Source: an optimization exercise on an open RTL-to-GDS flow (aim: small area, a short achievable clock period and few clock cycles). Production flows keep margins and buffers that such runs may drop.
Function was checked by simulation only, so behaviour that the tests miss may differ from the original.

Setup of run A:
Design ieee754multiplier, start of the top module:
module ieee754multiplier (
    input logic clk, rst_n,
    input logic [31:0] a_i,
    input logic [31:0] b_i,
    input logic start_i,
    output logic done_o,
    output logic nan_o,
    output logic inifinit_o,
    output logic overflow_o,
    output logic underflow_o,
    output logic [31:0] product_o
);
Size in the first run: roughly 1900 cells after synthesis, roughly 100 I/O pins, ~16000 µm² of cells after synthesis.
Settings: LEC_CHECK=0, ABC_AREA=1, CAP_MARGIN=20, CORE_MARGIN=2, CORE_UTILIZATION=50, PLACE_DENSITY=0.8, SETUP_SLACK_MARGIN=1, SLEW_MARGIN=20, SYNTH_HIERARCHICAL=1; clock period 9.0 ns.
standard.sh (not shown) runs the stock make flow with config.mk's settings and CLKGATE_MAP_FILE= SYNTH_SCRIPT=/design/flow/synth_recipe.tcl, a recipe that flattens the netlist after the stock synthesis.
==> flow/flow/run.sh <==
#!/bin/bash
# The standard layout (the standard.sh: the standard synthesis and the
# ORFS steps to finish), except that the port buffers that global placement
# inserts are buf_1 cells instead of the tool's default pick.
set -euo pipefail
export BUFFER_PORTS_ARGS="-buffer_cell sky130_fd_sc_hd__buf_1"
bash standard.sh > standard.log 2>&1
Testbench counts of run A, summed over its fixed seeds: cycles 3,208.
Inputs modified between run A and run B:
- removing PLACE_DENSITY (formerly 0.8)
--- outcome ---
- Run A → run B: global-route usage up 0.23 points.
- When the final numbers for run B and run A were put side by side, the share of layout cells above drive strength 1 turned out to be greater in run A.
- Run B and run A ended up with roughly the same synthesized cell count.
- Any difference in fraction of area in registers between run A and run B is small enough to ignore.
- Run B: wire length lower than run A
- Cmp run B and run A / final standard cell area without fillers / higher: run A
Input changes introduced in run C (baseline for comparison: run B):
- SETUP_SLACK_MARGIN now 0.75, was 1
==> flow/flow/run.sh <==
#!/bin/bash
# The standard layout (the standard.sh: the standard synthesis and the
# ORFS steps to finish), except that the port buffers that global placement
# inserts are buf_2 cells instead of the tool's default pick.
set -euo pipefail
export BUFFER_PORTS_ARGS="-buffer_cell sky130_fd_sc_hd__buf_2"
bash standard.sh > standard.log 2>&1
## What came out
For the detailed route wirelength on metal3, run C came in about 16% lower than run B did. As of run C, sum of routed wire length over all layers had risen slightly compared to run B. Run C vs run B: area growth from synthesis to layout down. The final period demand of the worst path of run C was inferior to that of run B. Run C reports a lower non-clock buffer count than run B does.

---

Setup of run 1:
Another version of the RTL of ieee754multiplier (not shown whole).
Size in the first run: roughly 1900 cells after synthesis, roughly 37 flip-flops, roughly 100 I/O pins, about 16000 sq um of cells after synthesis.
Settings: LEC_CHECK=0, ABC_AREA=1, CAP_MARGIN=20, CORE_MARGIN=2, CORE_UTILIZATION=50, GPL_ROUTABILITY_DRIVEN=0, SETUP_SLACK_MARGIN=1.25, SLEW_MARGIN=20, SYNTH_HIERARCHICAL=1; clock period 9.0 ns.
==> flow/flow/run.sh <==
#!/bin/bash
# The standard layout (the standard.sh: the standard synthesis and the
# ORFS steps to finish), except that the port buffers that global placement
# inserts are buf_1 cells instead of the tool's default pick.
set -euo pipefail
export BUFFER_PORTS_ARGS="-buffer_cell sky130_fd_sc_hd__buf_1"
bash standard.sh > standard.log 2>&1
Testbench counts of run 1, summed over its fixed seeds: cycles 3,208.
Relative to run 1, the following input files were edited for run 2:
# run 1
export LEC_CHECK = 0
export ABC_AREA = 1
export CAP_MARGIN = 20
export CORE_MARGIN = 2
export CORE_UTILIZATION = 50
export GPL_ROUTABILITY_DRIVEN = 0
export SETUP_SLACK_MARGIN = 1.25
export SLEW_MARGIN = 20
export SYNTH_HIERARCHICAL = 1
create_clock -name core_clock -period 9.0 [get_ports {clk}]
# run 2
export LEC_CHECK = 0
export ABC_AREA = 1
export CAP_MARGIN = 20
export CORE_MARGIN = 2
export CORE_UTILIZATION = 50
export SETUP_SLACK_MARGIN = 0.75
export SLEW_MARGIN = 20
export SYNTH_HIERARCHICAL = 1
create_clock -name core_clock -period 9.0 [get_ports {clk}]
==> comparison <==
- The non-filler instance count after layout of run 2 and that of run 1 are within noise of each other.
- Between run 1 and run 2, the number of clock sinks does not differ in any meaningful way.
- Run 2 vs. run 1: die outline height comparable, routed wire length picked up an extra 0.78%, met2 global-route usage went up 1.4 points.
- Compared with run 1, in run 2 non-clock buffer count went down about 2.5%; total of clock buffers placed in the layout higher; multi-input logic area decreased about 3%; number of vias per cell shrank by 0.046.
- Compared with run 1, in run 2 DRC marker count from the first detailed-route iteration went up 123; sum of negative setup slack held.
- The capture point of the worst path comes out product_o[26] in one run and product_o[27] in the other, namely in run 2 and run 1 respectively.
What run 3 does differently from run 2 at the input level:
# run 2
export LEC_CHECK = 0
export ABC_AREA = 1
export CAP_MARGIN = 20
export CORE_MARGIN = 2
export CORE_UTILIZATION = 50
export SETUP_SLACK_MARGIN = 0.75
export SLEW_MARGIN = 20
export SYNTH_HIERARCHICAL = 1
create_clock -name core_clock -period 9.0 [get_ports {clk}]
# run 3
export LEC_CHECK = 0
export ABC_AREA = 1
export CAP_MARGIN = 20
export CORE_MARGIN = 2
export CORE_UTILIZATION = 50
export SETUP_SLACK_MARGIN = 1
export SLEW_MARGIN = 20
export SYNTH_HIERARCHICAL = 1
create_clock -name core_clock -period 9.0 [get_ports {clk}]
- Run 3: done, clean on timing, DRC and antenna
- Changes observed in run 3 relative to run 2: core utilization saw an increase; sequential share of layout area saw little to no change.
- Diff run 3..run 2 | met1 layer usage reported by global route | negligible

---

## rev 12
Starting RTL as in the previous note.
clock: 9.0 ns
lec_check: 0
abc_area: 1
cap_margin: 20
core_margin: 2
core_utilization: 50
setup_slack_margin: 1.5
slew_margin: 20
synth_hierarchical: 1
Scripts as last shown in full above: flow/flow/run.sh
Testbench counts of rev 12, summed over its fixed seeds: cycles 3,208.
diff inputs: rev 12 => rev 13
- a change of SLEW_MARGIN from 20 to 5
- a change of CAP_MARGIN from 20 to 5
- a change of SETUP_SLACK_MARGIN from 1.5 to 1.25
## What came out
Diff rev 12 -> rev 13: post-layout worst setup margin shows a reduction of 300 ps, number of filler instances in the final layout grew by about 2.8%. Diff rev 12 -> rev 13: overall fraction of global-route tracks in use down 0.27 points; data arrival time of the worst path up 300 ps; final standard cell area without fillers down about 4%; via count down 208. Diff rev 13..rev 12 | adder and majority cell fraction of the synthesized area | unchanged.

---

Another version of the RTL of ieee754multiplier (not shown whole).
Size in the first run: roughly 2300 cells after synthesis, ~100 I/O pins, ~17000 um2 of cells after synthesis.
clock: 9.0 ns
lec_check: 0
abc_area: 1
cap_margin: 20
core_margin: 2
core_utilization: 50
setup_slack_margin: 1
slew_margin: 20
synth_hierarchical: 1
run.sh (not shown) runs the stock make flow with config.mk's settings and CLKGATE_MAP_FILE= SYNTH_SCRIPT=/design/flow/synth_recipe.tcl, a recipe that flattens the netlist after the stock synthesis.
Stock flow here: none of the scripts above is used.
The baseline finished with timing, DRC and antenna clean.
Testbench counts at the start, summed over its fixed seeds: cycles 3,208.
Then changed:
SETUP_SLACK_MARGIN = unset   (was 1)
Effect:
- global-route usage decreases by 0.25 points
- sequential share of layout area rises by 0.29 points
- via count drops by about 2.3%
- wire length fell by 3.6%
- worst hold slack barely changes
- non-clock buffer count goes down by 53
- cell area goes down by about 8%
- worst setup slack loses 0.74 ns

---

## main
Starting RTL as in the previous note.
Settings: LEC_CHECK=0, ABC_AREA=1, CAP_MARGIN=20, CORE_MARGIN=2, CORE_UTILIZATION=50, SLEW_MARGIN=20, SYNTH_HIERARCHICAL=1; clock period 9.0 ns.
standard.sh (not shown) runs the stock make flow with config.mk's settings and CLKGATE_MAP_FILE= SYNTH_SCRIPT=/design/flow/synth_recipe.tcl, a recipe that flattens the netlist after the stock synthesis.
==> flow/flow/run.sh <==
#!/bin/bash
# The standard layout (the standard.sh: the standard synthesis and the
# ORFS steps to finish), except that the port buffers that global placement
# inserts are buf_2 cells instead of the tool's default pick.
set -euo pipefail
export BUFFER_PORTS_ARGS="-buffer_cell sky130_fd_sc_hd__buf_2"
bash standard.sh > standard.log 2>&1
Testbench counts of main, summed over its fixed seeds: cycles 3,208.
#### Input delta (the feature branch over main)
- an added SETUP_SLACK_MARGIN of 2
==> flow/run.sh (new file) <==
#!/bin/bash
# synth_recipe.tcl (not shown) runs the flow's synth.tcl, then flattens the netlist and writes it again
# the make line also repeats each setting of config.mk as NAME=value (left out here)
make -C /OpenROAD-flow-scripts/flow DESIGN_CONFIG=/design/flow/config.mk WORK_HOME=/design/flow/orfs CLKGATE_MAP_FILE= SYNTH_SCRIPT=/design/flow/synth_recipe.tcl finish
removed: flow/flow/run.sh
removed: flow/standard.sh
## What came out
From main to the feature branch the numbers moved as follows: placement-stage cell area higher, share of the cycle needed by the critical path after routing went down by 9.1 points, met2 track demand over resource in global routing higher.
In the feature branch the non-clock inverter instance count of the final layout turned out about 0.7% higher than in main.

---

Another version of the RTL of ieee754multiplier (not shown whole).
Size: roughly 2300 cells after synthesis, ~37 flip-flops, about 100 I/O pins.
Settings: LEC_CHECK=0, ABC_AREA=1, CAP_MARGIN=20, CORE_MARGIN=2, CORE_UTILIZATION=50, SETUP_SLACK_MARGIN=1.5, SLEW_MARGIN=20, SYNTH_HIERARCHICAL=1; clock period 9.0 ns.
==> flow/flow/run.sh <==
#!/bin/bash
# The standard layout (the standard.sh: the standard synthesis and the
# ORFS steps to finish), except that the port buffers that global placement
# inserts are buf_2 cells instead of the tool's default pick.
set -euo pipefail
export BUFFER_PORTS_ARGS="-buffer_cell sky130_fd_sc_hd__buf_2"
bash standard.sh > standard.log 2>&1
Testbench counts at the start, summed over its fixed seeds: cycles 3,208.
==> next run, changes <==
SETUP_SLACK_MARGIN = default   (was 1.5)
Worst setup slack gets worse by 1300 ps.
Via count is lower by 4.2%.
Global-route usage is lower by 1.1 points.
Cell area decreases by 10%.
Wire length drops by 5.2%.
First-iteration DRC count drops by 5.9%.
Count of clock-buffer cells in the layout stays the same.
Final cell count shrinks by 3.2%.

---

ieee754multiplier again, from the RTL that the note above started with.
clock: 9.0 ns
lec_check: 0
abc_area: 1
cap_margin: 20
core_margin: 2
core_utilization: 70
setup_slack_margin: 1
slew_margin: 20
synth_hierarchical: 1
Scripts as last shown in full above: flow/flow/run.sh
The first run completed with no timing, DRC or antenna violations.
Testbench counts at the start, summed over its fixed seeds: cycles 3,208.
Change:
CORE_UTILIZATION = 50   (was 70)
Result: Final area goes up by a few percent; routed wire length is higher by a few percent.

[port drivers added, routing unchanged]
The flow's constraints put no driver on any port. The routed layouts listed below were extracted and timed again, unchanged, in two steps. Step 1 sets driving cells, clkbuf_16 on the clock port and buf_2 on the other inputs (assumed; they add their load-dependent delay and slew). Step 2 also shifts input and output timing later by t, the mid clock arrival at the registers, as if the neighbouring blocks saw the same clock. Slacks: ideal / step 1 / step 2; pairs: ideal / step 1.
| run | shift t [ns] | setup slack, ns | hold slack, ns | latest minus earliest clock arrival (ns) | pins driven straight from the clock port |
|---|---|---|---|---|---|
| run A | 0.302 | 1.215 / 1.165 / 0.863 | 1.280 / 1.271 / 1.574 | 0.006 / 0.005 | 1 |
| run B | 0.309 | 1.247 / 1.186 / 0.877 | 1.269 / 1.261 / 1.570 | 0.006 / 0.006 | 1 |
| run C | 0.315 | 1.013 / 1.001 / 0.686 | 1.283 / 1.272 / 1.587 | 0.009 / 0.009 | 1 |
| run 1 | 0.315 | 1.497 / 1.458 / 1.144 | 1.267 / 1.259 / 1.574 | 0.003 / 0.003 | 1 |
| run 2 | 0.310 | 1.138 / 1.093 / 0.783 | 1.275 / 1.265 / 1.575 | 0.002 / 0.002 | 1 |
| run 3 | 0.311 | 1.226 / 1.238 / 0.927 | 1.274 / 1.264 / 1.575 | 0.002 / 0.002 | 1 |
| rev 12 | 0.310 | 1.699 / 1.660 / 1.350 | 1.274 / 1.265 / 1.575 | 0.002 / 0.001 | 1 |
| rev 13 | 0.310 | 1.403 / 1.416 / 1.105 | 1.274 / 1.264 / 1.575 | 0.001 / 0.001 | 1 |
| the first run of note 4 | 0.316 | 1.301 / 1.300 / 0.985 | 1.657 / 1.646 / 1.962 | 0.002 / 0.003 | 1 |
| the second run of note 4 | 0.316 | 0.564 / 0.572 / 0.257 | 1.657 / 1.647 / 1.962 | 0.003 / 0.003 | 1 |
| main | 0.314 | 0.624 / 0.624 / 0.310 | 1.280 / 1.267 / 1.581 | 0.001 / 0.002 | 1 |
| the feature branch | 0.308 | 1.442 / 1.449 / 1.141 | 1.667 / 1.660 / 1.969 | 0.003 / 0.003 | 1 |
| the first run of note 6 | 0.319 | 1.576 / 1.505 / 1.186 | 1.282 / 1.266 / 1.585 | 0.004 / 0.004 | 1 |
| the second run of note 6 | 0.316 | 0.316 / 0.266 / -0.050 | 1.282 / 1.269 / 1.585 | 0.004 / 0.004 | 1 |
| the first run of note 7 | 0.315 | 1.142 / 1.089 / 0.774 | 1.283 / 1.273 / 1.588 | 0.002 / 0.003 | 1 |
| the second run of note 7 | 0.317 | 1.316 / 1.253 / 0.936 | 1.281 / 1.268 / 1.585 | 0.003 / 0.003 | 1 |
With both steps, setup timing fails in the second run of note 6, where it was met with ideal ports. For the first run of note 6, which loses most, drivers alone change the setup slack by -0.071 ns; drivers and shift together by -0.390 ns.
